What follows belongs to an exercise in optimizing a design on an open flow for small area; a production flow would make more cautious choices.
Only simulation tests tie the RTL to the original design; equivalence was not proved.
Power and IR drop assume default switching activity.

==> flow/design.v <==
module tamagotchi_top (
    input        clk,
    input        reset,        
    input        btn_salud,    
    input        btn_ali,      
    input        btn_reset,    
    input        btn_test,     
    input        ult,          
    input        gyro,         
    output       rs,
    output       rw,
    output       enable,
    output [7:0] data,
    output [6:0] seg_display,
    output       clk_out,
    output       an,
    output       tstled
);
    reg [4:0] div;
    always @(posedge clk) begin
        if (!reset) div <= 5'd0;
        else        div <= div + 5'd1;
    end
    assign clk_out = div[4];
    assign enable  = div[2];
    wire lcd_tick = (div[2:0] == 3'b011);
    wire [3:0] display_out;
    wire [1:0] display_out2;
    tamagotchi_fsm U_tamagotchi (
        .clk(clk),
        .reset(reset),
        .div(div),
        .btn_salud(btn_salud),
        .btn_ali(btn_ali),
        .ult(ult),
        .gyro(gyro),
        .btn_reset(btn_reset),
        .btn_test(btn_test),
        .display_out(display_out),
        .display_out2(display_out2),
        .seg_display(seg_display),
        .an(an),
        .tstled(tstled)
    );
    bucleEspera U_bucleEspera (
        .clk(clk),
        .reset(reset),
        .tick(lcd_tick),
        .select_figures(display_out),
        .sleep(display_out2),
        .rs(rs),
        .rw(rw),
        .data(data)
    );
endmodule
module tamagotchi_fsm (
    input wire btn_salud,
    input wire btn_ali,
    input wire ult,
    input wire gyro,
    input wire btn_reset,
    input wire btn_test,
    input wire clk,
    input wire reset,    
    input wire [4:0] div,    
    output wire [3:0] display_out,
    output reg  [1:0] display_out2,
    output wire [6:0] seg_display,
    output wire an,
    output wire tstled
    );
    localparam [3:0] LV1 = 4'd12;
    localparam [3:0] LV2 = 4'd8;
    localparam [3:0] LV3 = 4'd0;
    localparam [3:0] LV4 = 4'd1;
    localparam [3:0] LV5 = 4'd2;
    localparam [3:0] LV6 = 4'd5;
    localparam [3:0] LV7 = 4'd10;
    localparam [3:0] LV8 = 4'd4;
    localparam [3:0] LV9 = 4'd9;
    localparam [3:0] LV10 = 4'd3;
    localparam [3:0] LVX = 4'd6;    
    localparam [15:0] LT5_TABLE = 16'h1103;    
    localparam [15:0] GE5_TABLE = 16'h063c;    
    localparam [15:0] SEG0_TABLE = 16'hf8c2;    
    localparam [15:0] SEG1_TABLE = 16'he8e4;    
    localparam [15:0] SEG2_TABLE = 16'he9c0;    
    localparam [15:0] SEG3_TABLE = 16'hfcca;    
    localparam [15:0] SEG4_TABLE = 16'hfec7;    
    localparam [15:0] SEG5_TABLE = 16'hfdc1;    
    localparam [15:0] SEG6_TABLE = 16'hfcc0;    
    function [3:0] lvl_inc; input [3:0] t; lvl_inc = {t[2:0], ~(t[3] ^ t[0])}; endfunction
    function [3:0] lvl_dec; input [3:0] t; lvl_dec = {~(t[0] ^ t[1]), t[3:1]}; endfunction
    function [4:0] step5;
        input [4:0] t;
        step5 = {t[3:0], ~(t[4] ^ t[2])};
    endfunction
    function [7:0] step8;
        input [7:0] t;
        step8 = {t[6:0], ~(t[7] ^ t[5] ^ t[4] ^ t[3]) ^ (t[6:0] == 7'h7f)};
    endfunction
    localparam [4:0] T24 = 5'b10100;
    localparam [7:0] T6 = 8'h3D, T12 = 8'h43;
    reg [3:0] lvl0, lvl1, lvl2, lvl3;
    reg [4:0] tmr0, tmr1, tmr2, tmr3;
    reg [8:0] sens0, sens1;
    wire [7:0] H = sens0[7:0];
    wire X = sens0[8];
    reg test_mode, dead_mode;
    reg d3, d1, d0;                    
    reg [3:0] seg_lvl;                 
    reg S_l, A_l, U_l, G_l, R_l, T_l, tm_l, dm_l, d2_l;
    wire d2 = GE5_TABLE[seg_lvl];
    assign display_out = {d3, d2, d1, d0};
    assign an = 1'b0;
    assign tstled = ~test_mode;
    wire R = ~btn_reset;
    wire T = ~btn_test;
    wire S = ~btn_salud;
    wire A = ~btn_ali;
    wire U = ult;
    wire G = ~gyro;             
    wire tick  = (div == 5'd15);                  
    wire lane0 = (div == 5'd16);                  
    wire lane1 = (div == 5'd17);                  
    wire lane2 = (div == 5'd18);                  
    wire proc  = tick | lane0 | lane1 | lane2;
    wire c_tm = tick ? test_mode : tm_l;
    wire c_dm = tick ? dead_mode : dm_l;
    wire c_R  = tick ? R : R_l;
    wire c_T  = tick ? T : T_l;
    wire c_d2 = tick ? d2 : d2_l;
    wire [3:0] c_disp = {d3, c_d2, d1, d0};
    wire c_nrm = ~c_dm & ~c_tm;
    wire [3:0] L = lvl0;
    wire [4:0] M = tmr0;
    wire L1  = (L == LV1);
    wire lt5 = LT5_TABLE[L];
    wire n10 = (L != LV10);
    wire tmr_end = (M == T24);
    wire h_ok = ~(H[7:2] == 6'd0 && H[1:0] != 2'b10);    
    wire tv_fire = c_tm & U_l & (X ? c_disp == 4'b0111 : c_disp == 4'b0011) & h_ok;
    wire te_fire = c_tm & G & (X ? c_disp == 4'b0101 : c_disp == 4'b0001) & h_ok;
    reg set1, set10, inc, dec, run;
    always @(*) begin
        set1 = 1'b0; set10 = 1'b0; inc = 1'b0;
        dec = ~c_tm & tmr_end & ~L1;
        run = ~c_tm;
        case (div[1:0])
            2'd0: begin      
                set1  = c_tm & S_l & ~L1 & (c_disp == 4'b0100);
                set10 = c_tm & S_l & L1 & (c_disp == 4'b0000);
                inc = c_nrm & S_l & (lt5 ? c_disp == 4'b0000 : n10 & c_disp == 4'b0100);
            end
            2'd1: begin      
                set1  = c_tm & A_l & ~L1 & (c_disp == 4'b0110);
                set10 = c_tm & A_l & L1 & (c_disp == 4'b0010);
                inc = c_nrm & A_l & (lt5 ? c_disp == 4'b0010 : n10 & c_disp == 4'b0110);
            end
            2'd2: begin      
                set1  = tv_fire & X;
                set10 = tv_fire & ~X;
                inc = c_nrm & U_l & (H == T6) &
                      (lt5 ? c_disp == 4'b0011 : n10 & c_disp == 4'b0111);
            end
            default: begin   
                set1  = te_fire & X;
                set10 = te_fire & ~X;
                inc = c_nrm & G & (display_out2 == 2'b01) & (H == T12) & n10;
                run = ~c_tm & ~G & ~c_dm;
                dec = run & tmr_end & ~L1;
            end
        endcase
    end
    reg [3:0] L_next;
    reg [4:0] M_next;
    always @(*) begin
        if (set1)        L_next = LV1;
        else if (set10)  L_next = LV10;
        else if (dec)    L_next = lvl_dec(L);
        else if (inc)    L_next = lvl_inc(L);
        else if (c_T)    L_next = LV1;
        else if (c_R)    L_next = LV8;
        else             L_next = L;
        if (run)         M_next = (tmr_end | L1) ? 5'd0 : step5(M);
        else if (c_R)    M_next = 5'd0;
        else             M_next = M;
    end
    wire s_fire = tick ? te_fire : tv_fire;
    wire s_adv  = tick ? G & (test_mode | ~dead_mode) : U_l & (tm_l | ~dm_l);
    wire [7:0] H_next = (s_fire | inc) ? 8'd0 : s_adv ? step8(H) : H;
    wire X_next = s_fire ? ~X : c_R ? 1'b0 : X;
    always @(posedge clk) begin
        if (!reset) begin
            sens0 <= 9'd0; sens1 <= 9'd0;
        end else begin
            sens0 <= sens1;
            sens1 <= (tick | lane2) ? {X_next, H_next} : sens0;
        end
    end
    wire all1 = (lvl0 == LV1) & (lvl1 == LV1) & (lvl2 == LV1) & (lvl3 == LV1);
    always @(posedge clk) begin
        if (!reset) begin
            lvl0 <= LV3; lvl1 <= LV5; lvl2 <= LV6; lvl3 <= LV4;
            tmr0 <= 5'd0; tmr1 <= 5'd0; tmr2 <= 5'd0; tmr3 <= 5'd0;
        end else begin
            lvl0 <= lvl1; lvl1 <= lvl2; lvl2 <= lvl3;
            tmr0 <= tmr1; tmr1 <= tmr2; tmr2 <= tmr3;
            lvl3 <= proc ? L_next : lvl0;
            tmr3 <= proc ? M_next : tmr0;
        end
    end
    always @(posedge clk) begin
        if (tick) begin
            S_l <= S; A_l <= A; U_l <= U; G_l <= G; R_l <= R; T_l <= T;
            tm_l <= test_mode; dm_l <= dead_mode; d2_l <= d2;
        end
    end
    always @(posedge clk) begin
        if (!reset) begin
            d3 <= 1'b1; d1 <= 1'b0; d0 <= 1'b0;
            display_out2 <= 2'b00;
            dead_mode <= 1'b0;
            test_mode <= 1'b0;
            seg_lvl <= LVX;
        end else begin
            if (tick) begin
                if (T)                            test_mode <= 1'b1;
                else if (R)                       test_mode <= 1'b0;
                if (all1 & ~test_mode)            dead_mode <= 1'b1;
                else if (R | T)                   dead_mode <= 1'b0;
                if (~test_mode & ~G)              display_out2 <= dead_mode ? 2'b11 : 2'b00;
                else if (~dead_mode & ~test_mode & G) display_out2 <= 2'b01;
                else if (R | T)                   display_out2 <= 2'b00;
                case (display_out[1:0])
                    2'b00: seg_lvl <= lvl1;
                    2'b01: seg_lvl <= lvl0;
                    2'b10: seg_lvl <= lvl2;
                    default: seg_lvl <= lvl3;
                endcase
            end
            if (lane2) begin
                if ((tm_l | ~dm_l) & G_l)         {d3, d1, d0} <= 3'b001;
                else if ((tm_l | ~dm_l) & U_l)    {d3, d1, d0} <= 3'b011;
                else if ((tm_l | ~dm_l) & A_l)    {d3, d1, d0} <= 3'b010;
                else if ((tm_l | ~dm_l) & S_l)    {d3, d1, d0} <= 3'b000;
                else if (R_l)                     {d3, d1, d0} <= 3'b100;
            end
        end
    end
    assign seg_display = {SEG6_TABLE[seg_lvl], SEG5_TABLE[seg_lvl], SEG4_TABLE[seg_lvl], SEG3_TABLE[seg_lvl],
                          SEG2_TABLE[seg_lvl], SEG1_TABLE[seg_lvl], SEG0_TABLE[seg_lvl]};
endmodule
module bucleEspera (
    input clk,
    input reset,                  
    input tick,                   
    input [3:0] select_figures,
    input [1:0] sleep,
    output reg rs,
    output rw,
    output reg [7:0] data
);
localparam M_INIT   = 3'd0;   
localparam M_CC0    = 3'd1;   
localparam M_SV     = 3'd2;   
localparam M_CREATE = 3'd3;   
localparam M_CC1    = 3'd4;   
localparam M_SCW    = 3'd5;   
localparam M_WAIT   = 3'd6;   
localparam C_ZERO = 3'd2, C_FELIZ = 3'd3, C_TRISTE = 3'd1, C_NEUTRO = 3'd0,
           C_DORMIDO = 3'd4, C_MUERTO = 3'd5;
localparam L_ZERO = 3'd0, L_SALUD = 3'd6, L_ENERGIA = 3'd2, L_COMIDA = 3'd5,
           L_DIVERSION = 3'd4, L_ZZZ = 3'd3, L_MUERTE = 3'd7;
reg [2:0] mode;
reg [5:0] n;
reg t;
reg change;
reg [2:0] sel1, sel2;
wire [4:0] row;
glyph_rom U_rom (.s1(sel1), .s2(sel2), .n(n), .ch(change), .q(row));
assign rw = 1'b0;
always @(*) begin
    rs = 1'b0;
    data = 8'h00;
    case (mode)
        M_INIT: case (n[1:0])
            2'd1: data = 8'h38;
            2'd2: data = 8'h0C;
            2'd3: data = 8'h01;
            default: data = 8'h00;
        endcase
        M_CC0, M_SV: data = 8'h01;
        M_CREATE: if (!t) data = {2'b01, n[5:3], 3'b000};
                  else begin rs = 1'b1; data = {3'b000, row}; end
        M_CC1: data = 8'h0C;
        M_SCW: if (!t) data = {1'b1, n[2], 3'b000, change, n[1:0]};
               else begin rs = 1'b1; data = {5'b00000, n[2:0]}; end
        M_WAIT: if (!t) rs = 1'b1;
                else data = 8'hC4;
        default: ;
    endcase
end
always @(posedge clk) begin
    if (!reset) begin
        mode <= M_INIT;
        n <= 6'd0;
        t <= 1'b0;
        change <= 1'b0;
        sel1 <= C_ZERO;
        sel2 <= L_ZERO;
    end else if (tick) begin
        case (mode)
            M_INIT: begin
                if (n[1:0] == 2'd3) begin
                    mode <= M_CC0; n <= 6'd0;
                end else n <= n + 6'd1;
            end
            M_CC0: begin
                mode <= M_SV;
                if (sleep == 2'b01) begin
                    sel1 <= C_DORMIDO; sel2 <= L_ZZZ;
                end else if (sleep == 2'b11) begin
                    sel1 <= C_MUERTO; sel2 <= L_MUERTE;
                end else begin
                    case (select_figures[3:2])
                        2'b01: sel1 <= C_FELIZ;
                        2'b00: sel1 <= C_TRISTE;
                        2'b10: sel1 <= C_NEUTRO;
                        default: ;
                    endcase
                    if (select_figures[3:2] == 2'b10) sel2 <= L_ZERO;
                    else case (select_figures[1:0])
                        2'b00: sel2 <= L_SALUD;
                        2'b01: sel2 <= L_ENERGIA;
                        2'b10: sel2 <= L_COMIDA;
                        default: sel2 <= L_DIVERSION;
                    endcase
                end
            end
            M_SV: begin
                mode <= M_CREATE; n <= 6'd0; t <= 1'b0;
            end
            M_CREATE: begin
                if (!t) t <= 1'b1;
                else if (n == 6'd62) begin
                    mode <= M_CC1; n <= 6'd0; t <= 1'b0;
                end else begin
                    n <= n + 6'd1;
                    if (n[2:0] == 3'd7) t <= 1'b0;
                end
            end
            M_CC1: begin
                mode <= M_SCW; n <= 6'd0; t <= 1'b0;
            end
            M_SCW: begin
                if (!t) t <= 1'b1;
                else begin
                    t <= 1'b0;
                    if (n[2:0] == 3'd7) begin
                        mode <= M_WAIT; n <= 6'd0; change <= ~change;
                    end else n <= n + 6'd1;
                end
            end
            M_WAIT: begin
                if (!t) begin
                    if (n == 6'd25) begin
                        mode <= M_CC0; n <= 6'd0;
                    end else t <= 1'b1;
                end else begin
                    t <= 1'b0; n <= n + 6'd1;
                end
            end
            default: mode <= M_INIT;
        endcase
    end
end
endmodule
module glyph_rom(s1, s2, n, ch, q);
  input [2:0] s1;
  wire [2:0] s1;
  input [2:0] s2;
  wire [2:0] s2;
  input [5:0] n;
  wire [5:0] n;
  input ch;
  wire ch;
  output [4:0] q;
  wire [4:0] q;
  wire _000_;
  wire _001_;
  wire _002_;
  wire _003_;
  wire _004_;
  wire _005_;
  wire _006_;
  wire _007_;
  wire _008_;
  wire _009_;
  wire _010_;
  wire _011_;
  wire _012_;
  wire _013_;
  wire _014_;
  wire _015_;
  wire _016_;
  wire _017_;
  wire _018_;
  wire _019_;
  wire _020_;
  wire _021_;
  wire _022_;
  wire _023_;
  wire _024_;
  wire _025_;
  wire _026_;
  wire _027_;
  wire _028_;
  wire _029_;
  wire _030_;
  wire _031_;
  wire _032_;
  wire _033_;
  wire _034_;
  wire _035_;
  wire _036_;
  wire _037_;
  wire _038_;
  wire _039_;
  wire _040_;
  wire _041_;
  wire _042_;
  wire _043_;
  wire _044_;
  wire _045_;
  wire _046_;
  wire _047_;
  wire _048_;
  wire _049_;
  wire _050_;
  wire _051_;
  wire _052_;
  wire _053_;
  wire _054_;
  wire _055_;
  wire _056_;
  wire _057_;
  wire _058_;
  wire _059_;
  wire _060_;
  wire _061_;
  wire _062_;
  wire _063_;
  wire _064_;
  wire _065_;
  wire _066_;
  wire _067_;
  wire _068_;
  wire _069_;
  wire _070_;
  wire _071_;
  wire _072_;
  wire _073_;
  wire _074_;
  wire _075_;
  wire _076_;
  wire _077_;
  wire _078_;
  wire _079_;
  wire _080_;
  wire _081_;
  wire _082_;
  wire _083_;
  wire _084_;
  wire _085_;
  wire _086_;
  wire _087_;
  wire _088_;
  wire _089_;
  wire _090_;
  wire _091_;
  wire _092_;
  wire _093_;
  wire _094_;
  wire _095_;
  wire _096_;
  wire _097_;
  wire _098_;
  wire _099_;
  wire _100_;
  wire _101_;
  wire _102_;
  wire _103_;
  wire _104_;
  wire _105_;
  wire _106_;
  wire _107_;
  wire _108_;
  wire _109_;
  wire _110_;
  wire _111_;
  wire _112_;
  wire _113_;
  wire _114_;
  wire _115_;
  wire _116_;
  wire _117_;
  wire _118_;
  wire _119_;
  wire _120_;
  wire _121_;
  wire _122_;
  wire _123_;
  wire _124_;
  wire _125_;
  wire _126_;
  wire _127_;
  wire _128_;
  wire _129_;
  wire _130_;
  wire _131_;
  wire _132_;
  wire _133_;
  wire _134_;
  wire _135_;
  wire _136_;
  wire _137_;
  wire _138_;
  wire _139_;
  wire _140_;
  wire _141_;
  wire _142_;
  wire _143_;
  wire _144_;
  wire _145_;
  wire _146_;
  wire _147_;
  wire _148_;
  wire _149_;
  wire _150_;
  wire _151_;
  wire _152_;
  wire _153_;
  wire _154_;
  wire _155_;
  wire _156_;
  wire _157_;
  wire _158_;
  wire _159_;
  wire _160_;
  wire _161_;
  wire _162_;
  wire _163_;
  wire _164_;
  wire _165_;
  wire _166_;
  wire _167_;
  wire _168_;
  wire _169_;
  wire _170_;
  wire _171_;
  wire _172_;
  wire _173_;
  wire _174_;
  wire _175_;
  wire _176_;
  wire _177_;
  wire _178_;
  wire _179_;
  wire _180_;
  wire _181_;
  wire _182_;
  wire _183_;
  wire _184_;
  wire _185_;
  wire _186_;
  wire _187_;
  wire _188_;
  wire _189_;
  wire _190_;
  wire _191_;
  wire _192_;
  wire _193_;
  wire _194_;
  wire _195_;
  wire _196_;
  wire _197_;
  wire _198_;
  wire _199_;
  wire _200_;
  wire _201_;
  wire _202_;
  wire _203_;
  wire _204_;
  wire _205_;
  wire _206_;
  wire _207_;
  wire _208_;
  wire _209_;
  wire _210_;
  wire _211_;
  wire _212_;
  wire _213_;
  wire _214_;
  wire _215_;
  wire _216_;
  wire _217_;
  wire _218_;
  wire _219_;
  wire _220_;
  wire _221_;
  wire _222_;
  wire _223_;
  wire _224_;
  wire _225_;
  wire _226_;
  wire _227_;
  wire _228_;
  wire _229_;
  wire _230_;
  wire _231_;
  wire _232_;
  wire _233_;
  wire _234_;
  wire _235_;
  wire _236_;
  wire _237_;
  wire _238_;
  wire _239_;
  wire _240_;
  wire _241_;
  wire _242_;
  wire _243_;
  wire _244_;
  wire _245_;
  wire _246_;
  wire _247_;
  wire _248_;
  wire _249_;
  wire _250_;
  wire _251_;
  wire _252_;
  wire _253_;
  wire _254_;
  wire _255_;
  wire _256_;
  wire _257_;
  wire _258_;
  wire _259_;
  wire _260_;
  wire _261_;
  wire _262_;
  wire _263_;
  wire _264_;
  wire _265_;
  wire _266_;
  wire _267_;
  wire _268_;
  wire _269_;
  wire _270_;
  wire _271_;
  wire _272_;
  wire _273_;
  wire _274_;
  wire _275_;
  wire _276_;
  wire _277_;
  wire _278_;
  wire _279_;
  wire _280_;
  wire _281_;
  wire _282_;
  wire _283_;
  wire _284_;
  wire _285_;
  wire _286_;
  wire _287_;
  wire _288_;
  wire _289_;
  wire _290_;
  wire _291_;
  wire _292_;
  wire _293_;
  wire _294_;
  wire _295_;
  wire _296_;
  wire _297_;
  wire _298_;
  wire _299_;
  wire _300_;
  wire _301_;
  wire _302_;
  wire _303_;
  wire _304_;
  wire _305_;
  wire _306_;
  wire _307_;
  wire _308_;
  wire _309_;
  wire _310_;
  wire _311_;
  wire _312_;
  wire _313_;
  wire _314_;
  wire _315_;
  wire _316_;
  wire _317_;
  wire _318_;
  wire _319_;
  wire _320_;
  wire _321_;
  wire _322_;
  wire _323_;
  wire _324_;
  wire _325_;
  wire _326_;
  wire _327_;
  wire _328_;
  wire _329_;
  wire _330_;
  wire _331_;
  wire _332_;
  wire _333_;
  wire _334_;
  wire _335_;
  wire _336_;
  wire _337_;
  wire _338_;
  wire _339_;
  wire _340_;
  wire _341_;
  wire _342_;
  wire _343_;
  wire _344_;
  wire _345_;
  wire _346_;
  wire _347_;
  wire _348_;
  wire _349_;
  wire _350_;
  wire _351_;
  wire _352_;
  wire _353_;
  wire _354_;
  wire _355_;
  wire _356_;
  wire _357_;
  wire _358_;
  wire _359_;
  wire _360_;
  wire _361_;
  wire _362_;
  wire _363_;
  wire _364_;
  wire _365_;
  wire _366_;
  wire _367_;
  wire _368_;
  wire _369_;
  wire _370_;
  wire _371_;
  wire _372_;
  wire _373_;
  wire _374_;
  wire _375_;
  wire _376_;
  wire _377_;
  wire _378_;
  wire _379_;
  wire _380_;
  wire _381_;
  wire _382_;
  wire _383_;
  wire _384_;
  wire _385_;
  wire _386_;
  wire _387_;
  wire _388_;
  wire _389_;
  wire _390_;
  wire _391_;
  wire _392_;
  wire _393_;
  wire _394_;
  wire _395_;
  wire _396_;
  wire _397_;
  wire _398_;
  wire _399_;
  wire _400_;
  wire _401_;
  wire _402_;
  wire _403_;
  wire _404_;
  assign _090_ = 4'h8 >> { n[0], n[1] };
  assign _100_ = 4'h8 >> { _090_, n[2] };
  assign _111_ = 4'h1 >> n[4:3];
  assign _122_ = 4'h8 >> n[4:3];
  assign _133_ = 4'h1 >> { _122_, _111_ };
  assign _144_ = 4'h8 >> { _133_, n[5] };
  assign _155_ = 4'h8 >> { _144_, _100_ };
  assign _166_ = 4'h2 >> { _155_, s2[0] };
  assign _176_ = 4'h4 >> n[4:3];
  assign _187_ = 4'h8 >> { n[5], n[2] };
  assign _198_ = 4'h4 >> { n[0], n[1] };
  assign _209_ = 4'h8 >> { _198_, n[5] };
  assign _220_ = 4'h1 >> { n[0], n[1] };
  assign _231_ = 4'h8 >> { _220_, n[2] };
  assign _241_ = 4'h1 >> { _231_, _209_ };
  assign _252_ = 4'h1 >> { _241_, _187_ };
  assign _263_ = 4'h4 >> { n[5], n[2] };
  assign _274_ = 4'h8 >> { _263_, n[1] };
  assign _285_ = 4'h1 >> { n[5], n[2] };
  assign _296_ = 4'h8 >> { _285_, _198_ };
  assign _306_ = 4'h1 >> { _296_, _274_ };
  assign _317_ = 4'h4 >> { _306_, _252_ };
  assign _328_ = 4'h2 >> { _317_, _176_ };
  assign _339_ = 4'h2 >> { _328_, _166_ };
  assign _348_ = 4'h2 >> n[4:3];
  assign _349_ = 4'h4 >> { _348_, _285_ };
  assign _350_ = 4'h2 >> { _349_, _339_ };
  assign _351_ = 4'h4 >> { n[5], n[0] };
  assign _352_ = 4'h1 >> { _351_, n[4] };
  assign _353_ = 4'h4 >> { n[4], n[0] };
  assign _354_ = 4'h2 >> { _353_, n[1] };
  assign _355_ = 4'h4 >> { _354_, _352_ };
  assign _356_ = 4'h2 >> { _355_, s2[0] };
  assign _357_ = 4'h1 >> { _356_, _350_ };
  assign _358_ = 4'h2 >> n[3:2];
  assign _359_ = 4'h8 >> { _358_, _355_ };
  assign _360_ = 4'h2 >> { _359_, _357_ };
  assign _361_ = 4'h4 >> n[3:2];
  assign _362_ = 4'h2 >> { n[0], n[1] };
  assign _363_ = 4'h8 >> { _362_, _361_ };
  assign _364_ = 4'h8 >> { _363_, n[4] };
  assign _365_ = 4'h2 >> { n[1], n[2] };
  assign _366_ = 4'h2 >> { _187_, _176_ };
  assign _367_ = 4'h8 >> { _348_, _209_ };
  assign _368_ = 4'h1 >> { _367_, _366_ };
  assign _369_ = 4'h2 >> { _368_, _365_ };
  assign _370_ = 4'h1 >> { _369_, _364_ };
  assign _371_ = 4'h4 >> { _370_, _360_ };
  assign _372_ = 4'h4 >> { _366_, _090_ };
  assign _373_ = 4'h4 >> { _372_, _306_ };
  assign _374_ = 4'h2 >> { n[5], n[2] };
  assign _375_ = 4'h8 >> { _374_, _348_ };
  assign _376_ = 4'h8 >> { _375_, _198_ };
  assign _377_ = 4'h1 >> { _376_, s2[0] };
  assign _378_ = 4'h4 >> { _377_, _373_ };
  assign _379_ = 4'h1 >> { n[4], n[0] };
  assign _380_ = 4'h2 >> { n[5], n[1] };
  assign _381_ = 4'h8 >> { _380_, _361_ };
  assign _382_ = 4'h4 >> { _381_, _379_ };
  assign _383_ = 4'h4 >> { _361_, n[1] };
  assign _384_ = 4'h4 >> n[5:4];
  assign _385_ = 4'h8 >> { _384_, n[0] };
  assign _386_ = 4'h8 >> { _385_, _383_ };
  assign _387_ = 4'h1 >> { _386_, _382_ };
  assign _388_ = 4'h8 >> { _387_, _378_ };
  assign _389_ = 4'h8 >> { ch, s2[2] };
  assign _390_ = 4'h4 >> { _389_, s2[1] };
  assign _391_ = 4'h4 >> { _390_, _388_ };
  assign _392_ = 4'h4 >> { _391_, _371_ };
  assign _393_ = 4'h2 >> s2[2:1];
  assign _394_ = 4'h8 >> { _393_, ch };
  assign _395_ = 4'h2 >> { _365_, n[4] };
  assign _396_ = 4'h1 >> { _395_, s2[0] };
  assign _397_ = 4'h2 >> { _396_, _394_ };
  assign _398_ = 4'h1 >> { _374_, _351_ };
  assign _399_ = 4'h1 >> { _398_, n[3] };
  assign _400_ = 4'h4 >> { _399_, s2[0] };
  assign _401_ = 4'h1 >> { n[5], n[3] };
  assign _402_ = 4'h8 >> { n[5], n[3] };
  assign _403_ = 4'h1 >> { _402_, _401_ };
  assign _404_ = 4'h8 >> { _220_, n[5] };
  assign _000_ = 4'h1 >> { _404_, _252_ };
  assign _001_ = 4'h2 >> { _000_, _403_ };
  assign _002_ = 4'h1 >> { _001_, _400_ };
  assign _003_ = 4'h4 >> { _403_, n[2] };
  assign _004_ = 4'h2 >> { _003_, _002_ };
  assign _005_ = 4'h2 >> { _004_, _351_ };
  assign _006_ = 4'h8 >> { _380_, s2[0] };
  assign _007_ = 4'h8 >> { _006_, _363_ };
  assign _008_ = 4'h8 >> { _374_, n[3] };
  assign _009_ = 4'h8 >> { _008_, n[0] };
  assign _010_ = 4'h2 >> { s2[0], n[0] };
  assign _011_ = 4'h8 >> { _010_, _401_ };
  assign _012_ = 4'h1 >> { _011_, _009_ };
  assign _013_ = 4'h4 >> { _012_, _007_ };
  assign _014_ = 4'h4 >> { _013_, _005_ };
  assign _015_ = 4'h2 >> { _014_, _397_ };
  assign _016_ = 4'h4 >> { _209_, s1[1] };
  assign _017_ = 4'h4 >> { s1[0], n[0] };
  assign _018_ = 4'h2 >> s1[1:0];
  assign _019_ = 4'h1 >> { _018_, n[2] };
  assign _020_ = 4'h1 >> { _019_, _017_ };
  assign _021_ = 4'h4 >> { _020_, _016_ };
  assign _022_ = 4'h4 >> { _021_, _380_ };
  assign _023_ = 4'h2 >> { _022_, _176_ };
  assign _024_ = 4'h1 >> { _023_, s1[2] };
  assign _025_ = 4'h4 >> { _111_, n[2] };
  assign _026_ = 4'h2 >> { _025_, n[5] };
  assign _027_ = 4'h1 >> { _026_, n[0] };
  assign _028_ = 4'h8 >> { _348_, _100_ };
  assign _029_ = 4'h1 >> { n[4], n[2] };
  assign _030_ = 4'h2 >> { _029_, n[3] };
  assign _031_ = 4'h2 >> { _030_, _220_ };
  assign _032_ = 4'h8 >> { _176_, _090_ };
  assign _033_ = 4'h8 >> { n[4], n[2] };
  assign _034_ = 4'h8 >> { _033_, _198_ };
  assign _035_ = 4'h1 >> { _034_, _032_ };
  assign _036_ = 4'h4 >> { _035_, _031_ };
  assign _037_ = 4'h4 >> { _036_, _028_ };
  assign _038_ = 4'h4 >> { _037_, _027_ };
  assign _039_ = 4'h1 >> { _374_, _263_ };
  assign _040_ = 4'h8 >> { s1[0], n[1] };
  assign _041_ = 4'h4 >> { _040_, _039_ };
  assign _042_ = 4'h2 >> { _041_, _038_ };
  assign _043_ = 4'h8 >> { _041_, n[0] };
  assign _044_ = 4'h2 >> { _043_, s1[2] };
  assign _045_ = 4'h4 >> { _044_, _042_ };
  assign _046_ = 4'h1 >> { _045_, _024_ };
  assign _047_ = 4'h8 >> { _220_, s1[1] };
  assign _048_ = 4'h1 >> { _047_, s1[2] };
  assign _049_ = 4'h4 >> { _048_, _383_ };
  assign _050_ = 4'h1 >> { _049_, _122_ };
  assign _051_ = 4'h2 >> { _050_, _038_ };
  assign _052_ = 4'h4 >> { _380_, n[2] };
  assign _053_ = 4'h8 >> { _052_, _348_ };
  assign _054_ = 4'h8 >> { _383_, n[4] };
  assign _055_ = 4'h8 >> { n[0], n[2] };
  assign _056_ = 4'h4 >> { _055_, _122_ };
  assign _057_ = 4'h1 >> { _056_, n[5] };
  assign _058_ = 4'h4 >> { _057_, _054_ };
  assign _059_ = 4'h4 >> { _058_, _053_ };
  assign _060_ = 4'h2 >> { s1[2], s1[0] };
  assign _061_ = 4'h2 >> { _060_, s1[1] };
  assign _062_ = 4'h1 >> { _061_, ch };
  assign _063_ = 4'h4 >> { _062_, _059_ };
  assign _064_ = 4'h4 >> { _063_, _051_ };
  assign _065_ = 4'h4 >> { _064_, _046_ };
  assign _066_ = 4'h2 >> { _285_, _122_ };
  assign _067_ = 4'h2 >> { _066_, _339_ };
  assign _068_ = 4'h8 >> { _389_, s2[1] };
  assign _069_ = 4'h8 >> { _285_, _090_ };
  assign _070_ = 4'h2 >> { _069_, _133_ };
  assign _071_ = 4'h8 >> { _404_, _361_ };
  assign _072_ = 4'h1 >> { _071_, _052_ };
  assign _073_ = 4'h2 >> { _072_, _070_ };
  assign _074_ = 4'h2 >> n[5:4];
  assign _075_ = 4'h8 >> { _074_, n[0] };
  assign _076_ = 4'h8 >> { _353_, n[1] };
  assign _077_ = 4'h8 >> { _076_, n[5] };
  assign _078_ = 4'h1 >> { _077_, _075_ };
  assign _079_ = 4'h2 >> { _078_, _361_ };
  assign _080_ = 4'h8 >> { _198_, _176_ };
  assign _081_ = 4'h8 >> { _080_, _187_ };
  assign _082_ = 4'h1 >> { _081_, s2[0] };
  assign _083_ = 4'h4 >> { _082_, _079_ };
  assign _084_ = 4'h4 >> { _083_, _073_ };
  assign _085_ = 4'h2 >> { _084_, _068_ };
  assign _086_ = 4'h4 >> { _085_, _067_ };
  assign _087_ = 4'h4 >> { _402_, n[1] };
  assign _088_ = 4'h1 >> { _008_, _274_ };
  assign _089_ = 4'h4 >> { _088_, _087_ };
  assign _091_ = 4'h4 >> { _394_, s2[0] };
  assign _092_ = 4'h8 >> { _091_, n[4] };
  assign _093_ = 4'h4 >> { _092_, _089_ };
  assign _094_ = 4'h1 >> { _093_, _086_ };
  assign _095_ = 4'h4 >> { _094_, _065_ };
  assign _096_ = 4'h4 >> { _095_, _015_ };
  assign q[3] = 4'hb >> { _096_, _392_ };
  assign _097_ = 4'h4 >> { _187_, n[0] };
  assign _098_ = 4'h8 >> { _198_, s1[2] };
  assign _099_ = 4'h4 >> { _098_, _187_ };
  assign _101_ = 4'h1 >> { _099_, _097_ };
  assign _102_ = 4'h1 >> { _101_, s1[0] };
  assign _103_ = 4'h1 >> { _187_, _090_ };
  assign _104_ = 4'h2 >> { _103_, _045_ };
  assign _105_ = 4'h4 >> { _220_, s1[0] };
  assign _106_ = 4'h1 >> { _105_, _252_ };
  assign _107_ = 4'h4 >> { _106_, _104_ };
  assign _108_ = 4'h1 >> { _107_, _102_ };
  assign _109_ = 4'h8 >> { _209_, s1[0] };
  assign _110_ = 4'h1 >> { _055_, _220_ };
  assign _112_ = 4'h1 >> { s1[1], n[0] };
  assign _113_ = 4'h2 >> { _112_, _365_ };
  assign _114_ = 4'h1 >> { _113_, _110_ };
  assign _115_ = 4'h1 >> { _114_, _109_ };
  assign _116_ = 4'h1 >> { _115_, s1[2] };
  assign _117_ = 4'h2 >> { _116_, _070_ };
  assign _118_ = 4'h4 >> { _117_, _108_ };
  assign _119_ = 4'h1 >> { _220_, n[5] };
  assign _120_ = 4'h1 >> { _119_, _231_ };
  assign _121_ = 4'h4 >> { _120_, _144_ };
  assign _123_ = 4'h2 >> { _121_, _062_ };
  assign _124_ = 4'h4 >> { _123_, _118_ };
  assign _125_ = 4'h1 >> { _001_, _100_ };
  assign _126_ = 4'h1 >> { _125_, n[3] };
  assign _127_ = 4'h1 >> { n[0], n[2] };
  assign _128_ = 4'h4 >> { _127_, _403_ };
  assign _129_ = 4'h8 >> { _348_, _198_ };
  assign _130_ = 4'h1 >> { _404_, _385_ };
  assign _131_ = 4'h4 >> { _130_, _129_ };
  assign _132_ = 4'h4 >> { _131_, _128_ };
  assign _134_ = 4'h4 >> { _132_, _126_ };
  assign _135_ = 4'h8 >> { _134_, _366_ };
  assign _136_ = 4'h2 >> { _135_, _166_ };
  assign _137_ = 4'h8 >> { _252_, _122_ };
  assign _138_ = 4'h8 >> { n[1], n[2] };
  assign _139_ = 4'h8 >> { _138_, _351_ };
  assign _140_ = 4'h1 >> { _139_, _069_ };
  assign _141_ = 4'h2 >> { _140_, _176_ };
  assign _142_ = 4'h8 >> { _383_, n[0] };
  assign _143_ = 4'h1 >> { _142_, s2[0] };
  assign _145_ = 4'h4 >> { _143_, _141_ };
  assign _146_ = 4'h4 >> { _145_, _137_ };
  assign _147_ = 4'h2 >> { _146_, _068_ };
  assign _148_ = 4'h4 >> { _147_, _136_ };
  assign _149_ = 4'h1 >> { _011_, _006_ };
  assign _150_ = 4'h1 >> { _149_, _013_ };
  assign _151_ = 4'h2 >> { _150_, _002_ };
  assign _152_ = 4'h2 >> { _151_, _397_ };
  assign _153_ = 4'h1 >> { _032_, _363_ };
  assign _154_ = 4'h1 >> n[5:4];
  assign _156_ = 4'h1 >> { _154_, _033_ };
  assign _157_ = 4'h4 >> { _156_, _153_ };
  assign _158_ = 4'h1 >> { _033_, _029_ };
  assign _159_ = 4'h2 >> { n[5], n[3] };
  assign _160_ = 4'h1 >> { _159_, _158_ };
  assign _161_ = 4'h1 >> { _160_, _166_ };
  assign _162_ = 4'h1 >> { _161_, _157_ };
  assign _163_ = 4'h4 >> { _090_, n[4] };
  assign _164_ = 4'h1 >> { _158_, _076_ };
  assign _165_ = 4'h4 >> { _164_, _163_ };
  assign _167_ = 4'h2 >> { _165_, _378_ };
  assign _168_ = 4'h2 >> { _167_, _390_ };
  assign _169_ = 4'h4 >> { _168_, _162_ };
  assign _170_ = 4'h1 >> { _169_, _152_ };
  assign _171_ = 4'h4 >> { _170_, _148_ };
  assign q[2] = 4'hb >> { _171_, _124_ };
  assign _172_ = 4'h8 >> { _384_, _363_ };
  assign _173_ = 4'h8 >> { _052_, _372_ };
  assign _174_ = 4'h8 >> { _361_, _090_ };
  assign _175_ = 4'h8 >> { _174_, _074_ };
  assign _177_ = 4'h1 >> { _175_, _173_ };
  assign _178_ = 4'h8 >> { _177_, _166_ };
  assign _179_ = 4'h4 >> { _178_, _357_ };
  assign _180_ = 4'h1 >> { _179_, _358_ };
  assign _181_ = 4'h1 >> { _180_, _137_ };
  assign _182_ = 4'h4 >> { _375_, n[1] };
  assign _183_ = 4'h1 >> { _182_, s2[0] };
  assign _184_ = 4'h1 >> { _380_, _209_ };
  assign _185_ = 4'h1 >> { _184_, n[3] };
  assign _186_ = 4'h8 >> { _374_, _362_ };
  assign _188_ = 4'h1 >> { _186_, _185_ };
  assign _189_ = 4'h2 >> { _188_, n[4] };
  assign _190_ = 4'h2 >> { _189_, _183_ };
  assign _191_ = 4'h1 >> { _190_, _379_ };
  assign _192_ = 4'h4 >> { _191_, _181_ };
  assign _193_ = 4'h1 >> { _192_, _172_ };
  assign _194_ = 4'h2 >> { _193_, _390_ };
  assign _195_ = 4'h8 >> { _112_, _358_ };
  assign _196_ = 4'h2 >> { _021_, _348_ };
  assign _197_ = 4'h1 >> { _196_, _195_ };
  assign _199_ = 4'h4 >> { _197_, _134_ };
  assign _200_ = 4'h1 >> { _199_, _045_ };
  assign _201_ = 4'h2 >> { _198_, n[5] };
  assign _202_ = 4'h2 >> { _201_, s1[2] };
  assign _203_ = 4'h2 >> { _202_, n[4] };
  assign _204_ = 4'h8 >> { s1[0], n[4] };
  assign _205_ = 4'h2 >> { _204_, _056_ };
  assign _206_ = 4'h1 >> { _403_, s1[2] };
  assign _207_ = 4'h1 >> { _206_, _128_ };
  assign _208_ = 4'h4 >> { _207_, _205_ };
  assign _210_ = 4'h4 >> { _208_, _203_ };
  assign _211_ = 4'h8 >> { _111_, n[1] };
  assign _212_ = 4'h4 >> { _074_, n[1] };
  assign _213_ = 4'h1 >> { _212_, _211_ };
  assign _214_ = 4'h8 >> { _213_, _062_ };
  assign _215_ = 4'h4 >> { _214_, _210_ };
  assign _216_ = 4'h4 >> { _215_, _200_ };
  assign _217_ = 4'h1 >> { _164_, _156_ };
  assign _218_ = 4'h1 >> { _075_, _384_ };
  assign _219_ = 4'h4 >> { _263_, n[1] };
  assign _221_ = 4'h2 >> { _219_, _218_ };
  assign _222_ = 4'h1 >> { _221_, _138_ };
  assign _223_ = 4'h1 >> { _222_, _217_ };
  assign _224_ = 4'h8 >> { _091_, _133_ };
  assign _225_ = 4'h4 >> { _224_, _223_ };
  assign _226_ = 4'h2 >> { _072_, _353_ };
  assign _227_ = 4'h8 >> { _129_, _285_ };
  assign _228_ = 4'h1 >> { _227_, _172_ };
  assign _229_ = 4'h8 >> { _228_, _082_ };
  assign _230_ = 4'h4 >> { _229_, _226_ };
  assign _232_ = 4'h2 >> { _230_, _068_ };
  assign _233_ = 4'h1 >> { _232_, _225_ };
  assign _234_ = 4'h1 >> { _233_, _350_ };
  assign _235_ = 4'h8 >> { _006_, _394_ };
  assign _236_ = 4'h8 >> { _235_, _188_ };
  assign _237_ = 4'h1 >> { _236_, _234_ };
  assign _238_ = 4'h4 >> { _237_, _216_ };
  assign q[1] = 4'hb >> { _238_, _194_ };
  assign _239_ = 4'h8 >> { _119_, _066_ };
  assign _240_ = 4'h1 >> { _071_, _367_ };
  assign _242_ = 4'h4 >> { _240_, _239_ };
  assign _243_ = 4'h4 >> { _242_, _173_ };
  assign _244_ = 4'h4 >> { _243_, _360_ };
  assign _245_ = 4'h1 >> { _138_, _198_ };
  assign _246_ = 4'h2 >> { _245_, _366_ };
  assign _247_ = 4'h1 >> { _172_, _053_ };
  assign _248_ = 4'h4 >> { _247_, _246_ };
  assign _249_ = 4'h8 >> { _248_, _183_ };
  assign _250_ = 4'h2 >> { _249_, _390_ };
  assign _251_ = 4'h4 >> { _250_, _244_ };
  assign _253_ = 4'h4 >> { _156_, n[3] };
  assign _254_ = 4'h4 >> { _253_, _134_ };
  assign _255_ = 4'h2 >> { _156_, _134_ };
  assign _256_ = 4'h1 >> { _018_, _231_ };
  assign _257_ = 4'h4 >> { _018_, _090_ };
  assign _258_ = 4'h1 >> { _257_, s1[2] };
  assign _259_ = 4'h4 >> { _258_, _256_ };
  assign _260_ = 4'h1 >> { _122_, _100_ };
  assign _261_ = 4'h4 >> { _260_, _259_ };
  assign _262_ = 4'h8 >> { _261_, _402_ };
  assign _264_ = 4'h1 >> { _380_, _353_ };
  assign _265_ = 4'h8 >> { _264_, _062_ };
  assign _266_ = 4'h4 >> { _265_, _003_ };
  assign _267_ = 4'h4 >> { _266_, _262_ };
  assign _268_ = 4'h4 >> { _267_, _255_ };
  assign _269_ = 4'h4 >> { _268_, _254_ };
  assign _270_ = 4'h2 >> { n[0], n[3] };
  assign _271_ = 4'h2 >> { _270_, _052_ };
  assign _272_ = 4'h1 >> { _271_, _139_ };
  assign _273_ = 4'h1 >> { _231_, n[1] };
  assign _275_ = 4'h8 >> { _273_, _399_ };
  assign _276_ = 4'h2 >> { _275_, _272_ };
  assign _277_ = 4'h2 >> { _276_, _224_ };
  assign _278_ = 4'h1 >> { _174_, _008_ };
  assign _279_ = 4'h8 >> { _263_, _090_ };
  assign _280_ = 4'h1 >> { _279_, _404_ };
  assign _281_ = 4'h1 >> { _280_, n[3] };
  assign _282_ = 4'h8 >> { _281_, _033_ };
  assign _283_ = 4'h8 >> { _218_, _174_ };
  assign _284_ = 4'h1 >> { _375_, s2[0] };
  assign _286_ = 4'h4 >> { _284_, _283_ };
  assign _287_ = 4'h4 >> { _286_, _282_ };
  assign _288_ = 4'h1 >> { _287_, _178_ };
  assign _289_ = 4'h1 >> { _288_, _278_ };
  assign _290_ = 4'h8 >> { _296_, _133_ };
  assign _291_ = 4'h8 >> { _288_, _278_ };
  assign _292_ = 4'h1 >> { _291_, _290_ };
  assign _293_ = 4'h4 >> { _292_, _289_ };
  assign _294_ = 4'h2 >> { _052_, _166_ };
  assign _295_ = 4'h2 >> { _294_, _068_ };
  assign _297_ = 4'h4 >> { _295_, _293_ };
  assign _298_ = 4'h1 >> { _297_, _277_ };
  assign _299_ = 4'h4 >> { _298_, _269_ };
  assign q[0] = 4'hb >> { _299_, _251_ };
  assign _300_ = 4'h1 >> { _008_, s2[1] };
  assign _301_ = 4'h1 >> { _300_, _287_ };
  assign _302_ = 4'h2 >> { _285_, s2[1] };
  assign _303_ = 4'h1 >> { _186_, _372_ };
  assign _304_ = 4'h1 >> { _303_, _089_ };
  assign _305_ = 4'h8 >> { _074_, _198_ };
  assign _307_ = 4'h1 >> { _305_, _071_ };
  assign _308_ = 4'h4 >> { _307_, _304_ };
  assign _309_ = 4'h1 >> { _308_, _302_ };
  assign _310_ = 4'h1 >> { _309_, _301_ };
  assign _311_ = 4'h8 >> { _231_, _144_ };
  assign _312_ = 4'h4 >> { _279_, _111_ };
  assign _313_ = 4'h1 >> { _138_, _362_ };
  assign _314_ = 4'h2 >> { _313_, _074_ };
  assign _315_ = 4'h1 >> { _314_, _312_ };
  assign _316_ = 4'h4 >> { _315_, _311_ };
  assign _318_ = 4'h2 >> { _316_, _310_ };
  assign _319_ = 4'h2 >> { _318_, _178_ };
  assign _320_ = 4'h4 >> { _310_, _178_ };
  assign _321_ = 4'h2 >> { _320_, _389_ };
  assign _322_ = 4'h4 >> { _321_, _319_ };
  assign _323_ = 4'h8 >> { _201_, _176_ };
  assign _324_ = 4'h2 >> { _119_, n[3] };
  assign _325_ = 4'h8 >> { _324_, _089_ };
  assign _326_ = 4'h1 >> { _325_, _323_ };
  assign _327_ = 4'h8 >> { s1[2], s1[0] };
  assign _329_ = 4'h8 >> { _327_, _365_ };
  assign _330_ = 4'h2 >> { _329_, _261_ };
  assign _331_ = 4'h1 >> { _330_, _326_ };
  assign _332_ = 4'h8 >> { _003_, _385_ };
  assign _333_ = 4'h8 >> { _080_, _374_ };
  assign _334_ = 4'h1 >> { _333_, _227_ };
  assign _335_ = 4'h4 >> { _334_, _332_ };
  assign _336_ = 4'h4 >> { _335_, _331_ };
  assign _337_ = 4'h2 >> { _336_, _062_ };
  assign _338_ = 4'h8 >> { _187_, n[3] };
  assign _340_ = 4'h2 >> { _338_, _272_ };
  assign _341_ = 4'h1 >> { _340_, s2[0] };
  assign _342_ = 4'h1 >> { _270_, _008_ };
  assign _343_ = 4'h2 >> { _342_, _006_ };
  assign _344_ = 4'h1 >> { _343_, _281_ };
  assign _345_ = 4'h4 >> { _344_, _341_ };
  assign _346_ = 4'h2 >> { _345_, _397_ };
  assign _347_ = 4'h1 >> { _346_, _337_ };
  assign q[4] = 4'hb >> { _347_, _322_ };
endmodule
==> flow/flow/run.sh <==
#!/bin/bash
# Layout: the standard ORFS flow, with three changes:
#  1. after the standard synthesis, the combinational logic between the
#     registers is re-optimised and re-mapped with Yosys/ABC (&deepsyn with
#     a few seeds, then amap; the smallest result is kept). The registers
#     (names and cells) are left exactly as the standard synthesis made
#     them, and a new netlist is used only if Yosys proves it equivalent to
#     the standard one (otherwise the standard one is kept);
#  2. the port buffers are buf_1 cells;
#  3. the clock tree is built of clkbuf_4 cells (a clkbuf_8 root), without dummy loads.
# Each tool writes its full output to a log here: synth.log, remap_<seed>.log,
# equiv_<seed>.log, flow.log, and ORFS's per-step logs under orfs/logs/.
set -euo pipefail
W=$(pwd)
YOSYS=$FLOW_HOME/../tools/install/yosys/bin/yosys
LIB=$FLOW_HOME/platforms/sky130hd/lib/sky130_fd_sc_hd__tt_025C_1v80.lib
R=$W/orfs/results/sky130hd/tamagotchi_top/base

bash standard.sh synth > synth.log 2>&1
cp $R/1_2_yosys.v $W/std_netlist.v

DU="-dont_use *probe* -dont_use *lpflow* -dont_use *clkbuf* -dont_use *dly* -dont_use *buf_* -dont_use *sdf* -dont_use *edf* -dont_use *df* -dont_use *dl*"
remap() {   # remap SEED: writes remap_SEED.v and remap_SEED.area if it is proven equivalent
  local S=$1
  printf 'strash\n&get -n\n&deepsyn -T 120 -S %s\n&put\ndch -f\namap\n' $S > $W/remap_$S.abc
  $YOSYS -l remap_$S.log -p "read_liberty -ignore_miss_func -ignore_miss_dir $LIB; \
    blackbox sky130_fd_sc_hd__dfxtp_1 sky130_fd_sc_hd__dfxtp_2 sky130_fd_sc_hd__dfxtp_4 sky130_fd_sc_hd__edfxtp_1 sky130_fd_sc_hd__conb_1; \
    read_verilog $W/std_netlist.v; hierarchy -top $FLOW_TOP; flatten; opt -purge; \
    abc -liberty $LIB $DU -script $W/remap_$S.abc; opt_clean -purge; \
    hilomap -singleton -hicell sky130_fd_sc_hd__conb_1 HI -locell sky130_fd_sc_hd__conb_1 LO; \
    insbuf -buf sky130_fd_sc_hd__buf_1 A X; splitnets; opt_clean -purge; \
    write_verilog -noattr -noexpr -nohex -nodec $W/remap_$S.v; \
    tee -o $W/remap_$S.stat stat -liberty $LIB" > /dev/null 2>&1 || return 0
  grep -q "assign" $W/remap_$S.v && return 0
  $YOSYS -l equiv_$S.log -p "read_liberty -ignore_miss_func -ignore_miss_dir $LIB; \
    read_verilog $W/std_netlist.v; rename $FLOW_TOP gold; read_verilog $W/remap_$S.v; rename $FLOW_TOP gate; \
    flatten gold gate; techmap; opt_clean; async2sync; equiv_make gold gate eq; hierarchy -top eq; \
    equiv_simple -seq 2; equiv_induct -seq 2; equiv_status -assert" > /dev/null 2>&1 || return 0
  grep "Chip area" $W/remap_$S.stat | awk '{print $NF}' > $W/remap_$S.area
}
for S in 1 2 3 4; do remap $S & done
wait

BEST=""; BESTA=""
for S in 1 2 3 4; do
  if [[ -s $W/remap_$S.area ]]; then
    A=$(cat $W/remap_$S.area)
    if [[ -z "$BEST" ]] || awk "BEGIN{exit !($A < $BESTA)}"; then BEST=$S; BESTA=$A; fi
  fi
done
if [[ -n "$BEST" ]]; then
  echo "remapped netlist used: seed $BEST, area $BESTA" > remap_result.txt
  cp $W/remap_$BEST.v $R/1_2_yosys.v
  rm -f $R/1_synth.odb $R/1_synth.sdc
else
  echo "standard netlist kept" > remap_result.txt
fi

bash standard.sh \
  "BUFFER_PORTS_ARGS=-buffer_cell sky130_fd_sc_hd__buf_1" \
  "CTS_ARGS=-sink_clustering_enable -repair_clock_nets -buf_list sky130_fd_sc_hd__clkbuf_4 -root_buf sky130_fd_sc_hd__clkbuf_8 -sink_clustering_size 10 -sink_clustering_max_diameter 40 -dont_use_dummy_load" \
  finish > flow.log 2>&1
==> flow/standard.sh <==
#!/bin/bash
# synth_recipe.tcl (not shown) runs the flow's synth.tcl, then flattens the netlist and writes it again
# the make line also repeats each setting of config.mk as NAME=value (left out here)
make -C /OpenROAD-flow-scripts/flow DESIGN_CONFIG=/design/flow/config.mk WORK_HOME=/design/flow/orfs CLKGATE_MAP_FILE= SYNTH_SCRIPT=/design/flow/synth_recipe.tcl "${@:-finish}"
==> flow/config.mk <==
export PLATFORM = sky130hd
export DESIGN_NAME = tamagotchi_top
export DESIGN_NICKNAME = tamagotchi_top
export VERILOG_FILES = /design/flow/design.v
export SDC_FILE = /design/flow/constraint.sdc
export NUM_CORES = 4
export LEC_CHECK = 0
export ABC_AREA = 1
export CAP_MARGIN = 20
export CORE_MARGIN = 2
export CORE_UTILIZATION = 40
export SLEW_MARGIN = 20
==> flow/constraint.sdc <==
create_clock -name core_clock -period 10.0 [get_ports {clk}]
set_input_delay 2.0000 -clock core_clock [delete_from_list [all_inputs] [get_ports {clk}]]
set_output_delay 2.0000 -clock core_clock [all_outputs]
set_load 0.01 [all_outputs]
==> results of run 1 <==
==> layout by cell type (no fill, tap or decap), types with 8 or more instances in the layout <==
| master | count |
|---|---|
| sky130_fd_sc_hd__buf_1 | 26 |
| sky130_fd_sc_hd__nor2b_1 | 31 |
| sky130_fd_sc_hd__dfxtp_1 | 92 |
| sky130_fd_sc_hd__o22ai_1 | 34 |
| sky130_fd_sc_hd__or2_0 | 9 |
| sky130_fd_sc_hd__nand3_1 | 9 |
| sky130_fd_sc_hd__a221oi_1 | 8 |
| sky130_fd_sc_hd__nor3_1 | 23 |
| sky130_fd_sc_hd__a211oi_1 | 9 |
| sky130_fd_sc_hd__nor2_1 | 156 |
| sky130_fd_sc_hd__nand2_1 | 54 |
| sky130_fd_sc_hd__nor4_1 | 13 |
| sky130_fd_sc_hd__clkbuf_8 | 9 |
| sky130_fd_sc_hd__o21ai_0 | 52 |
| sky130_fd_sc_hd__clkinv_1 | 107 |
| sky130_fd_sc_hd__a21oi_1 | 29 |
| sky130_fd_sc_hd__o21a_1 | 10 |
| sky130_fd_sc_hd__a31oi_1 | 18 |
==> worst paths after layout <==
check                                                     start  cells after the start                         endpoint
worst max register to register                div[1]$_SDFF_PN0_                     17  U_bucleEspera.n[5]$_SDFFE_PN0P_
worst max-delay path            U_bucleEspera.n[1]$_SDFFE_PN0P_                     13                          data[2]
worst min register to register  U_tamagotchi.tmr3[4]$_SDFF_PN0_                      1  U_tamagotchi.tmr2[4]$_SDFF_PN0_
worst min-delay path            U_tamagotchi.tmr3[4]$_SDFF_PN0_                      1  U_tamagotchi.tmr2[4]$_SDFF_PN0_
==> layer usage <==
| layer | vias up | GRT usage [%] |
|---|---|---|
| li1 | 2703 | - |
| met1 | 2712 | 33.8 |
| met2 | 380 | 48.8 |
| met3 | 120 | 6.32 |
| met4 | 0 | 20.9 |
| met5 | - | 0 |
==> where the power goes <==
part	internal (mW)	switching, mW
logic	0.0116	0.0320
registers	0.389	0.00548
clock network	0.0809	0.122
==> state kept, by name, indices dropped and copies added (netlist names), 5 cells and up <==
| register | count |
|---|---|
| div | 5 |
| U_bucleEspera.n | 6 |
| U_tamagotchi.tmr2 | 5 |
| U_tamagotchi.tmr0 | 5 |
| U_tamagotchi.sens1 | 9 |
| U_tamagotchi.sens0 | 9 |
| U_tamagotchi.tmr3 | 5 |
| U_tamagotchi.tmr1 | 5 |
==> final cells by class <==
type                       instances  area (um2)
fill                            1346        6970
inverter                         107         402
timing repair buffer              30         128
clock buffer                       9         124
multi-input combinational        535        2870
sequential                        96        1960
tap                              172         215
==> worst register-to-register path, stage by stage, from the launching register on <==
cell	delay, ps
sky130_fd_sc_hd__dfxtp_1	350
sky130_fd_sc_hd__clkinv_1	170
sky130_fd_sc_hd__nor2_1	300
sky130_fd_sc_hd__clkinv_1	170
sky130_fd_sc_hd__nor2_1	380
sky130_fd_sc_hd__o21ai_0	210
sky130_fd_sc_hd__nor2_1	190
sky130_fd_sc_hd__nand2_1	100
sky130_fd_sc_hd__nor2_1	230
sky130_fd_sc_hd__clkinv_1	160
sky130_fd_sc_hd__nor2_1	280
sky130_fd_sc_hd__clkinv_1	220
sky130_fd_sc_hd__a221oi_1	460
sky130_fd_sc_hd__a31oi_1	160
sky130_fd_sc_hd__o21ai_0	470
sky130_fd_sc_hd__a21oi_1	140
sky130_fd_sc_hd__clkinv_1	160
sky130_fd_sc_hd__a211oi_1	80
==> metrics.log, run 1 <==
[metrics] number of placed instances, taps included: 940
[metrics] average wire per standard cell: 21.7 um
[metrics] uppermost routed layer: met4
[metrics] buffers and inverters on the worst path: 3
[metrics] met3 layer wire length in the routed design: ~1.7 mm
[metrics] number of DRC markers in iteration 0: 593
[metrics] Post-Route Setup TNS: 0 ps
[metrics] Ys Warns: 3
[metrics] critical path class: reg -> out
[metrics] via count: around 5900
[metrics] clock-pin slew of the registers on the worst-case setup and hold paths: 70 ps
[metrics] final period utilization: 69.4%
[metrics] cell family with most CP delay: compound AO/OA/AOI/OAI gates
[metrics] Post-CTS Hold Fix Bufs: 0
[metrics] wire length reported by the detailed router: slightly above 20 mm
[metrics] mean cell area of the mapped netlist: 7.09 um2
[metrics] routed wire length on met2: 9.45 mm
[metrics] post-route DRC violation count: 0
[metrics] root buffer selected by CTS: sky130_fd_sc_hd__clkbuf_8
[metrics] endpoint class of the critical path: output port
[metrics] path class of the lowest-slack min-delay path: reg -> reg
[metrics] CTS tree: done
[metrics] Die Outline Area: 14000 um2
[metrics] worst slew margin relative to its limit: 37.6%
[metrics] die extent in y: roughly 120 um
[metrics] # Post-CTS Setup Buffers: 0
[metrics] total power consumption of the routed design: 0.641 mW
[metrics] register-to-register path setup slack: approximately 5600 ps
[metrics] Final GP Congestion: around 1.1
[metrics] count of input and output buffers: 26
[metrics] Worst Tran Pin Value: 912 ps
[metrics] nets: just under 800
[metrics] arrival time worst endpoint: slightly below 5000 ps
[metrics] largest clock skew in the final design: around 21 ps
[metrics] number of antenna violations at the first check in global routing: 0
[metrics] Avg Vias per Cell: approximately 6.2
[metrics] count of instances resized after the clock tree is built: 0
[metrics] share of cells above drive strength 1: 1.67%
[metrics] required time at the worst-slack endpoint: 8000 ps
[metrics] least setup slack across all paths after layout: 3060 ps
[metrics] non-filler cells, final: 949
[metrics] maximum number of pins on one net before global-route repair: 48
[metrics] global-route wire length before repair: 32.0 mm
[metrics] max-cap viol count: 0
[metrics] floorplan die width: 118 um
[metrics] vias in the first global route: 5714
[metrics] worst path cell trace: clkinv_1, nor2_1, clkinv_1, nor2_1, a2111oi_0, a221oi_1, a31oi_1, a31oi_1, or4_1, o311ai_0, a31oi_1, or3_1, buf_1
[metrics] number of clock buffers inserted by TritonCTS: 9
[metrics] leakage power figure: 1.81 nW
[metrics] Clock H-tree levels: 3
[metrics] Clock Tree Buf Depth: 2
[metrics] peak fanout along the critical path: 12
[metrics] I/O pin total: 29
[metrics] cells after synthesis: between 700 and 800
[metrics] count of endpoints failing setup in the final report: 0
[metrics] run status: timing/DRC/antenna clean
[metrics] total congestion overflow after global routing: 0
[metrics] RSZ-0062 raised after global routing: no
[metrics] ratio of total power to cell area: 113 nW/um2
[metrics] final slew viol count: 0
[metrics] Final min period: 6940 ps
[metrics] half-perimeter wire length after detailed placement: between 15 and 20 mm
[metrics] netlist area before placement: ~5200 um2
[metrics] final core utilization: 45.0%
[metrics] highest achievable clock rate: 144 MHz
[metrics] antenna-violating nets left: 0
[metrics] slowest CP cell: sky130_fd_sc_hd__nor2_1
[metrics] pre-CTS worst setup slack: roughly 3800 ps
[metrics] source-to-sink clock delay at the later pin of the worst-skew pair: ~380 ps
[metrics] VDD IR max: 118 uV
[metrics] area delta synth->final: 8.92%
[metrics] Critical Path Source Type: register
[metrics] Fin. Hold Viols: 0
[metrics] final std cell area, no fill: 5700 um2
[metrics] DP Area: roughly 5600 um2
[metrics] number of sinks handled by clock tree synthesis: 96
[metrics] antenna cells: 0
[metrics] all-layer global routing usage: 29.5%
[metrics] Initial Util: 41.3%
[metrics] floorplan row count: 41
[metrics] Worst path most repeated cell: sky130_fd_sc_hd__a31oi_1
[metrics] Post-Route Hold Slack: ~440 ps
[metrics] detailed-router iteration count before antenna repair: 6
[metrics] core region area: 12700 um2
[metrics] routed metal-1 wirelength: 7.82 mm
[metrics] largest incremental delay on the critical path: ~660 ps
==> inputs of run 2 (changes only) <==
==> flow/flow/run.sh (replaced) <==
#!/bin/bash
# Layout: the standard ORFS flow, with three changes:
#  1. after the standard synthesis, the combinational logic between the
#     registers is re-optimised and re-mapped with Yosys/ABC (&deepsyn with
#     eight seeds, then amap, and a second pass from the best of those;
#     the smallest result is kept). The registers
#     (names and cells) are left exactly as the standard synthesis made
#     them, and a new netlist is used only if Yosys proves it equivalent to
#     the standard one (otherwise the standard one is kept);
#  2. the port buffers are buf_1 cells;
#  3. the clock tree is built of clkbuf_8 cells, without dummy loads.
# Each tool writes its full output to a log here: synth.log, remap_<seed>.log,
# equiv_<seed>.log, flow.log, and ORFS's per-step logs under orfs/logs/.
set -euo pipefail
W=$(pwd)
YOSYS=$FLOW_HOME/../tools/install/yosys/bin/yosys
LIB=$FLOW_HOME/platforms/sky130hd/lib/sky130_fd_sc_hd__tt_025C_1v80.lib
R=$W/orfs/results/sky130hd/tamagotchi_top/base

bash standard.sh synth > synth.log 2>&1
cp $R/1_2_yosys.v $W/std_netlist.v

DU="-dont_use *probe* -dont_use *lpflow* -dont_use *clkbuf* -dont_use *dly* -dont_use *buf_* -dont_use *sdf* -dont_use *edf* -dont_use *df* -dont_use *dl*"
remap() {   # remap SEED INPUT: writes remap_SEED.v and remap_SEED.area if it is proven equivalent
  local S=$1 IN=$2
  printf 'strash\n&get -n\n&deepsyn -T 150 -S %s\n&put\ndch -f\namap\n' $S > $W/remap_$S.abc
  $YOSYS -l remap_$S.log -p "read_liberty -ignore_miss_func -ignore_miss_dir $LIB; \
    blackbox sky130_fd_sc_hd__dfxtp_1 sky130_fd_sc_hd__dfxtp_2 sky130_fd_sc_hd__dfxtp_4 sky130_fd_sc_hd__edfxtp_1 sky130_fd_sc_hd__conb_1; \
    read_verilog $IN; hierarchy -top $FLOW_TOP; flatten; opt -purge; \
    abc -liberty $LIB $DU -script $W/remap_$S.abc; opt_clean -purge; \
    hilomap -singleton -hicell sky130_fd_sc_hd__conb_1 HI -locell sky130_fd_sc_hd__conb_1 LO; \
    insbuf -buf sky130_fd_sc_hd__buf_1 A X; splitnets; opt_clean -purge; \
    write_verilog -noattr -noexpr -nohex -nodec $W/remap_$S.v; \
    tee -o $W/remap_$S.stat stat -liberty $LIB" > /dev/null 2>&1 || return 0
  grep -q "assign" $W/remap_$S.v && return 0
  $YOSYS -l equiv_$S.log -p "read_liberty -ignore_miss_func -ignore_miss_dir $LIB; \
    read_verilog $W/std_netlist.v; rename $FLOW_TOP gold; read_verilog $W/remap_$S.v; rename $FLOW_TOP gate; \
    flatten gold gate; techmap; opt_clean; async2sync; equiv_make gold gate eq; hierarchy -top eq; \
    equiv_simple -seq 2; equiv_induct -seq 2; equiv_status -assert" > /dev/null 2>&1 || return 0
  grep "Chip area" $W/remap_$S.stat | awk '{print $NF}' > $W/remap_$S.area
}
pick() {   # pick SEEDS...: sets BEST/BESTA to the smallest proven result so far
  for S in "$@"; do
    if [[ -s $W/remap_$S.area ]]; then
      A=$(cat $W/remap_$S.area)
      if [[ -z "$BEST" ]] || awk "BEGIN{exit !($A < $BESTA)}"; then BEST=$S; BESTA=$A; fi
    fi
  done
}
BEST=""; BESTA=""
for S in 1 2 3 4; do remap $S $W/std_netlist.v & done
wait
for S in 5 6 7 8; do remap $S $W/std_netlist.v & done
wait
pick 1 2 3 4 5 6 7 8
if [[ -n "$BEST" ]]; then
  cp $W/remap_$BEST.v $W/round1_best.v
  for S in 11 12 13 14; do remap $S $W/round1_best.v & done
  wait
  pick 11 12 13 14
fi
if [[ -n "$BEST" ]]; then
  echo "remapped netlist used: seed $BEST, area $BESTA" > remap_result.txt
  cp $W/remap_$BEST.v $R/1_2_yosys.v
  rm -f $R/1_synth.odb $R/1_synth.sdc
else
  echo "standard netlist kept" > remap_result.txt
fi

bash standard.sh \
  "BUFFER_PORTS_ARGS=-buffer_cell sky130_fd_sc_hd__buf_1" \
  "CTS_ARGS=-sink_clustering_enable -repair_clock_nets -buf_list sky130_fd_sc_hd__clkbuf_8 -root_buf sky130_fd_sc_hd__clkbuf_8 -sink_clustering_size 20 -sink_clustering_max_diameter 60 -dont_use_dummy_load" \
  finish > flow.log 2>&1
==> metrics.log, run 2 <==
[metrics] run status: timing/DRC/antenna clean (unchanged)
[metrics] number of clock buffers inserted by TritonCTS: 9 (unchanged)
[metrics] count of instances resized after the clock tree is built: 0 (unchanged)
[metrics] Critical Path Source Type: register (unchanged)
[metrics] Fin. Hold Viols: 0 (unchanged)
[metrics] count of input and output buffers: 26 (unchanged)
[metrics] all-layer global routing usage: 29.2% (was 29.5%)
[metrics] vias in the first global route: 5691 (was 5714)
[metrics] average wire per standard cell: 21.5 um (was 21.7 um)
[metrics] non-filler cells, final: 952 (was 949)
[metrics] Clock Tree Buf Depth: 2 (unchanged)
[metrics] final period utilization: 65.5% (was 69.4%)
[metrics] Ys Warns: 3 (unchanged)
[metrics] Worst Tran Pin Value: 1150 ps (was 912 ps)
[metrics] commonest non-fill, non-tap cells in the layout: sky130_fd_sc_hd__nor2_1 (147), sky130_fd_sc_hd__clkinv_1 (101), sky130_fd_sc_hd__dfxtp_1 (92), sky130_fd_sc_hd__nand2_1 (60), sky130_fd_sc_hd__o21ai_0 (58) (was sky130_fd_sc_hd__nor2_1 (156), sky130_fd_sc_hd__clkinv_1 (107), sky130_fd_sc_hd__dfxtp_1 (92), sky130_fd_sc_hd__nand2_1 (54), sky130_fd_sc_hd__o21ai_0 (52))
[metrics] die extent in y: 118 um (about the same)
[metrics] max-cap viol count: 0 (unchanged)
[metrics] endpoint class of the critical path: output port (unchanged)
[metrics] Die Outline Area: 14000 um2 (about the same)
[metrics] sequential share of power: 62.7% (was 61.6%)
[metrics] most common library cell in the layout ignoring fill and taps: sky130_fd_sc_hd__nor2_1 (unchanged)
[metrics] core region area: 12700 um2 (unchanged)
[metrics] Post-Route Setup TNS: 0 ps (unchanged)
[metrics] number of placed instances, taps included: 943 (was 940)
[metrics] half-perimeter wire length after detailed placement: 15.3 mm (was 15.4 mm)
[metrics] detailed-router iteration count before antenna repair: 5 (was 6)
[metrics] Initial Util: 41.2% (was 41.3%)
[metrics] global-route wire length before repair: 31.6 mm (was 32.0 mm)
[metrics] netlist area before placement: 5220 um2 (was 5230 um2)
[metrics] I/O pin total: 29 (unchanged)
[metrics] source-to-sink clock delay at the later pin of the worst-skew pair: 370 ps (was 380 ps)
[metrics] number of DRC markers in iteration 0: 463 (was 593)
[metrics] # Post-CTS Setup Buffers: 0 (unchanged)
[metrics] highest achievable clock rate: 153 MHz (was 144 MHz)
==> run 2: worst max-delay path: stages (launching register included) <==
cell	delay [ps]
sky130_fd_sc_hd__dfxtp_1	750
sky130_fd_sc_hd__clkinv_1	570
sky130_fd_sc_hd__nor2_1	520
sky130_fd_sc_hd__nand2_1	200
sky130_fd_sc_hd__nand3_1	100
sky130_fd_sc_hd__nand4_1	160
sky130_fd_sc_hd__nor2_1	120
sky130_fd_sc_hd__a211oi_1	80
sky130_fd_sc_hd__a21oi_1	270
sky130_fd_sc_hd__a2111oi_0	100
sky130_fd_sc_hd__or4_1	430
sky130_fd_sc_hd__o311a_1	140
sky130_fd_sc_hd__o41ai_1	400
sky130_fd_sc_hd__o2111ai_1	170
sky130_fd_sc_hd__buf_1	160
==> run 2: metal layers <==
metal	wire length [um]	vias to the layer above	GRT usage, %
li1	-	2708	-
met2	9980	316	50.3
met4	1220	0	19.0
met3	1410	78	5.26
met1	7820	2734	33.2
met5	0	-	0
==> run 2: area by class of cell <==
class	instances	area (um2)	share of cell area (%)
Clock buffer	9	124	2.17
Inverter	101	379	6.65
Multi-Input combinational cell	542	2880	50.5
Sequential cell	96	1960	34.4
Tap cell	172	215	3.77
Timing Repair Buffer	32	143	2.50
==> run 2: worst paths after layout <==
check | start | endpoint | slack (ps) | cells past startpoint
worst max-delay path | U_bucleEspera.n[3]$_SDFFE_PN0P_ | data[2] | 3450 | 14
worst min-delay path | U_tamagotchi.sens1[5]$_SDFF_PN0_ | U_tamagotchi.sens0[5]$_SDFF_PN0_ | 430 | 1
worst max register to register | U_bucleEspera.mode[2]$_SDFFE_PN0P_ | U_bucleEspera.mode[0]$_SDFFE_PN0P_ | 5240 | 18
worst min register to register | U_tamagotchi.sens1[5]$_SDFF_PN0_ | U_tamagotchi.sens0[5]$_SDFF_PN0_ | 430 | 1
==> run 2: power groups by stage <==
stage	clock (mW)	combinational, mW	sequential, mW
3_5_place_dp	0	0.0403	0.404
5_1_grt	0.214	0.0454	0.396
6_report	0.194	0.0414	0.396
2_1_floorplan	0	0.0263	0.402
3_3_place_gp	0	0.0405	0.404
4_1_cts	0.201	0.0405	0.395
==> run 2: stage by stage <==
step | worst slack [ps] | hold slack [ps]
6_report | 3450 | 430
5_1_grt | 3310 | 449
4_1_cts | 3570 | 432
3_5_place_dp | 4010 | 423
3_3_place_gp | 3790 | 414
2_1_floorplan | 5170 | 413

-- what the ideal ports hide --
No port has a modelled driver above. Below, the same layouts with a new extraction and two added sets of constraints. Step 1: set_driving_cell puts a clkbuf_16 on clk and a buf_2 on each other input, an assumption about the parent block. Step 2 times the ports against the registers' clock, not the clock port: input delays grow and output delays shrink by t, the midpoint of the rising clock arrivals with the driver on. Three values: ideal, step 1, step 2; two values: the first two.
run | t (ns) | slack for setup (ns)
run 1 | 0.403 | 3.062 / 3.025 / 3.428
run 2 | 0.388 | 3.447 / 3.411 / 3.799
After both steps every run listed still meets setup and hold.
